Context: an optimization exercise on an open-source flow, tuned for small area. The choices shown serve that exercise and are no tape-out recipe.
The RTL was checked by simulation tests, not by an equivalence proof against the original design.
Power and IR drop assume default switching activity.

## job 399
==> flow/design.v (excerpt) <==
module DUT( RST,
				START,
				CLK,
				IN_MONEY,
				IN_PRICE_CH,
				IN_KIND,
				IN_NUM,
				IN_PRICE_ADMIN,
				IN_PRICE_ADMIN_END,
				IN_MONEY_ENTER,
				OUT_MONEY,
				OUT_JUICE0_MADE,
				OUT_JUICE1_MADE,
				END,
				OUT_1000WON,
				OUT_500WON,
				OUT_100WON,
				OUT_50WON,
				OUT_JUICE0_PRICE,
				OUT_JUICE1_PRICE,
				OUT_CU_SIGNAL
    );
input RST, START, CLK;
input [0:1] IN_MONEY;
input IN_PRICE_CH, IN_KIND;
input [0:2] IN_NUM;
input IN_PRICE_ADMIN, IN_PRICE_ADMIN_END, IN_MONEY_ENTER;
output [0:15] OUT_MONEY;
output OUT_JUICE0_MADE, OUT_JUICE1_MADE, END;
output OUT_1000WON, OUT_500WON, OUT_100WON, OUT_50WON;
output [0:15] OUT_JUICE0_PRICE;
output [0:15] OUT_JUICE1_PRICE;
output [0:22] OUT_CU_SIGNAL;
wire [14:0] m, sum;
wire [13:0] q0, q1;
wire [2:0] num;
wire kind;
wire [0:22] s;
wire coin, sub, price, psel, up, suc;
wire [1:0] idx;
wire ge_price, ge1000, ge500, ge100, ge50;
ControlUnit CU(.CLK(CLK), .RST(RST), .START(START),
	.IN_PRICE_CH(IN_PRICE_CH), .IN_MONEY(IN_MONEY), .IN_PRICE_ADMIN(IN_PRICE_ADMIN),
	.IN_PRICE_ADMIN_END(IN_PRICE_ADMIN_END), .IN_MONEY_ENTER(IN_MONEY_ENTER),
	.KIND(kind), .NUM_ZERO(num == 3'd0), .GE_PRICE(ge_price),
	.GE1000(ge1000), .GE500(ge500), .GE100(ge100), .GE50(ge50),
	.OUT(s), .COIN(coin), .SUB(sub), .IDX(idx), .PRICE(price), .PSEL(psel), .UP(up),
	.SUC(suc));
MONEY_REG money(.CLK(CLK), .RST(RST), .CLR(s[1]), .COIN(coin), .SUB(sub), .IDX(idx),
	.PRICE(price), .PSEL(psel), .UP(up), .SUC(suc), .Q0(q0), .Q1(q1), .KIND(kind),
	.M(m), .SUM(sum), .GE_PRICE(ge_price),
	.GE1000(ge1000), .GE500(ge500), .GE100(ge100), .GE50(ge50));
PRICE_REG price0(.CLK(CLK), .LOAD(RST | s[0]), .SAVE(price & ~psel), .IN(sum[14:1]), .Q(q0));
  ...
Size: ~400 cells after synthesis, ~52 flip-flops, roughly 91 I/O pins, roughly 3100 um^2 of cells after synthesis.
export LEC_CHECK = 0
export ABC_AREA = 1
export CAP_MARGIN = 20
export CORE_MARGIN = 2
export CORE_UTILIZATION = 40
export SLEW_MARGIN = 20
create_clock -name core_clock -period 5.0 [get_ports {CLK}]
standard.sh (not shown) runs the stock make flow with config.mk's settings and CLKGATE_MAP_FILE= SYNTH_SCRIPT=/design/flow/synth_recipe.tcl, a recipe that flattens the netlist after the stock synthesis.
==> flow/flow/run.sh <==
#!/bin/bash
# Layout flow: the standard layout (standard.sh), with
#  - synthesis mapped by abc with an area-oriented script (flow/abc.script);
#    registers are made exactly as in the standard synthesis;
#  - full/half adders left to abc as plain gates (no fa/ha cells);
#  - the input and output ports buffered with the platform's smallest buffer.
# Each tool's full output goes to ORFS's own per-step logs under orfs/logs;
# make's output goes to make.log here.
set -euo pipefail
here=$(pwd)
export FLOW_ABC_SCRIPT="$here/flow/abc.script"
export BUFFER_PORTS_ARGS="-buffer_cell sky130_fd_sc_hd__buf_1"
bash standard.sh ADDER_MAP_FILE= SYNTH_SCRIPT="$here/flow/synth.tcl" finish > make.log 2>&1
==> flow/flow/abc.script <==
strash
dch
amap
topo
stime -c
buffer -c
upsize -c
dnsize -c
==> flow/flow/synth.tcl <==
# The standard flow's synthesis script (synth_recipe.tcl), with abc run on abc.script
# (area-oriented standard-cell mapping) in place of ORFS's own abc script.
proc synth {args} { yosys synth -nofsm -noshare {*}$args }
if {[llength [info commands abc]]} { rename abc __yosys_abc }
proc abc {args} {
  set i [lsearch -exact $args -script]
  if {$i >= 0} { lset args [expr {$i + 1}] $::env(FLOW_ABC_SCRIPT) }
  yosys abc {*}$args
}
source $::env(SCRIPTS_DIR)/synth.tcl
# left out here: clear keep_hierarchy, flatten, clean up, hide names made inside functions, write 1_2_yosys.v
--- input diff job 399..job 375 ---
--- a/flow/flow/run.sh
+++ b/flow/flow/run.sh
@@ -6 +6,2 @@
-#  - the input and output ports buffered with the platform's smallest buffer.
+#  - the input and output ports buffered with the platform's smallest buffer;
+#  - clock tree synthesis without dummy loads.
@@ -12,0 +14 @@
+export CTS_ARGS="-sink_clustering_enable -repair_clock_nets -dont_use_dummy_load -buf_list {sky130_fd_sc_hd__clkbuf_4 sky130_fd_sc_hd__clkbuf_8}"
--- a/flow/flow/abc.script
+++ b/flow/flow/abc.script
@@ -1,0 +2 @@
+dc2
--- a/flow/config.mk
+++ b/flow/config.mk
@@ -9 +9 @@
-export CAP_MARGIN = 20
+export CAP_MARGIN = 0
@@ -11,2 +11,2 @@
-export CORE_UTILIZATION = 40
-export SLEW_MARGIN = 20
+export CORE_UTILIZATION = 60
+export SLEW_MARGIN = 0
Findings:
- Share of power burned in the clock network (higher): job 399
- Looking at number of nets in the finished design, job 375 sits about 10% higher than job 399 does.
- When the final numbers for job 375 and job 399 were put side by side, the sequential share of layout area turned out to be greater in job 375.
- Job 375 reports its commonest non-fill, non-tap cell in the layout as nor2_1 while job 399 reports buf_1.
- In the flow results for job 375 and job 399, the worst hold slack is smaller on job 399.
- Higher slew at the pin closest to its max-slew limit among job 375 and job 399: job 399
- The total leakage power in job 375 sits 9.5% below the value recorded for job 399.
Inputs modified between job 375 and job 3581:
--- a/flow/flow/run.sh
+++ b/flow/flow/run.sh
@@ -6,2 +6 @@
-#  - the input and output ports buffered with the platform's smallest buffer;
-#  - clock tree synthesis without dummy loads.
+#  - the input and output ports buffered with the platform's smallest buffer.
@@ -14 +12,0 @@
-export CTS_ARGS="-sink_clustering_enable -repair_clock_nets -dont_use_dummy_load -buf_list {sky130_fd_sc_hd__clkbuf_4 sky130_fd_sc_hd__clkbuf_8}"
==> flow/flow/abc.script <==
strash
dch
amap
topo
stime -c
upsize -c
dnsize -c
### Flow results
Going from job 375 to job 3581, instance count of the mapped netlist shrank by more than 10%. Taking job 375 as the reference point, the power density of the placed cells of job 3581 falls by 45 nW/um^2. Against job 375, job 3581 comes in 8.8 points higher on complex-gate fraction of the synthesized area. Compared to job 375, job 3581 has first-pass GRT wire length about 6% lower. Taking job 375 as the reference point, the placer congestion estimate of job 3581 falls by about 7%. Compared to job 375, job 3581 leaves less free space in the core. Final cell area: job 3581 above job 375.
> inputs changed (job 3581 -> job 1244)
==> flow/flow/run.sh <==
#!/bin/bash
# Layout flow: the standard layout (standard.sh), with
#  - full/half adders left to abc as plain gates (no fa/ha cells), so the
#    carry chain meets the clock period;
#  - the input and output ports buffered with the platform's smallest buffer.
# Each tool's full output goes to ORFS's own per-step logs under orfs/logs;
# make's output goes to make.log here.
set -euo pipefail
export BUFFER_PORTS_ARGS="-buffer_cell sky130_fd_sc_hd__buf_1"
bash standard.sh ADDER_MAP_FILE= finish > make.log 2>&1
--- a/flow/config.mk
+++ b/flow/config.mk
@@ -9 +9 @@
-export CAP_MARGIN = 0
+export CAP_MARGIN = 20
@@ -11,2 +11,2 @@
-export CORE_UTILIZATION = 60
-export SLEW_MARGIN = 0
+export CORE_UTILIZATION = 40
+export SLEW_MARGIN = 20
removed: flow/flow/abc.script
removed: flow/flow/synth.tcl
Final worst-path setup slack up 260 ps in job 1244 wrt job 3581
Wire length came out higher on job 1244 than on job 3581.
Going from job 3581 to job 1244, power density over the cells shrank by a little under 10%.
Of the two values seen for dominant combinational cell family by area after synthesis, simple AND/OR/NAND/NOR gates was produced by job 1244 and compound AO/OA/AOI/OAI gates by job 3581.
Diff job 3581 -> job 1244 | non-clock buffer count | down by more than 10%
The fmax of job 1244 was superior to that of job 3581.
Job 1244 ends up with a mux contribution to synthesized area that is 0.28 points higher than in job 3581.

## re-timing with driven ports
The flow's constraints put no driver on any port. The routed layouts listed below were extracted and timed again, unchanged, in two steps.
Step 1 (the two cells are an assumption about what drives the block):
set clk [get_ports {CLK}]
set_driving_cell -lib_cell sky130_fd_sc_hd__clkbuf_16 $clk
set_driving_cell -lib_cell sky130_fd_sc_hd__buf_2 [delete_from_list [all_inputs] $clk]
Step 2, shift: input delay + t, output delay - t, t = (earliest + latest rising clock arrival at the registers) / 2. This alone moves slack from input paths to output paths.
a / b / c = no drivers / after step 1 / after step 2; a / b = the first two.
| run | t, ns | setup WS [ns] | hold WS [ns] |
|---|---|---|---|
| job 399 | 0.343 | 0.431 / 0.431 / 0.431 | 0.505 / 0.505 / 0.505 |
| job 375 | 0.327 | 0.419 / 0.419 / 0.419 | 0.515 / 0.515 / 0.515 |
| job 3581 | 0.340 | 0.379 / 0.379 / 0.379 | 0.496 / 0.496 / 0.496 |
| job 1244 | 0.348 | 0.643 / 0.643 / 0.643 | 0.516 / 0.516 / 0.516 |
After both steps setup and hold are still met in every run listed.
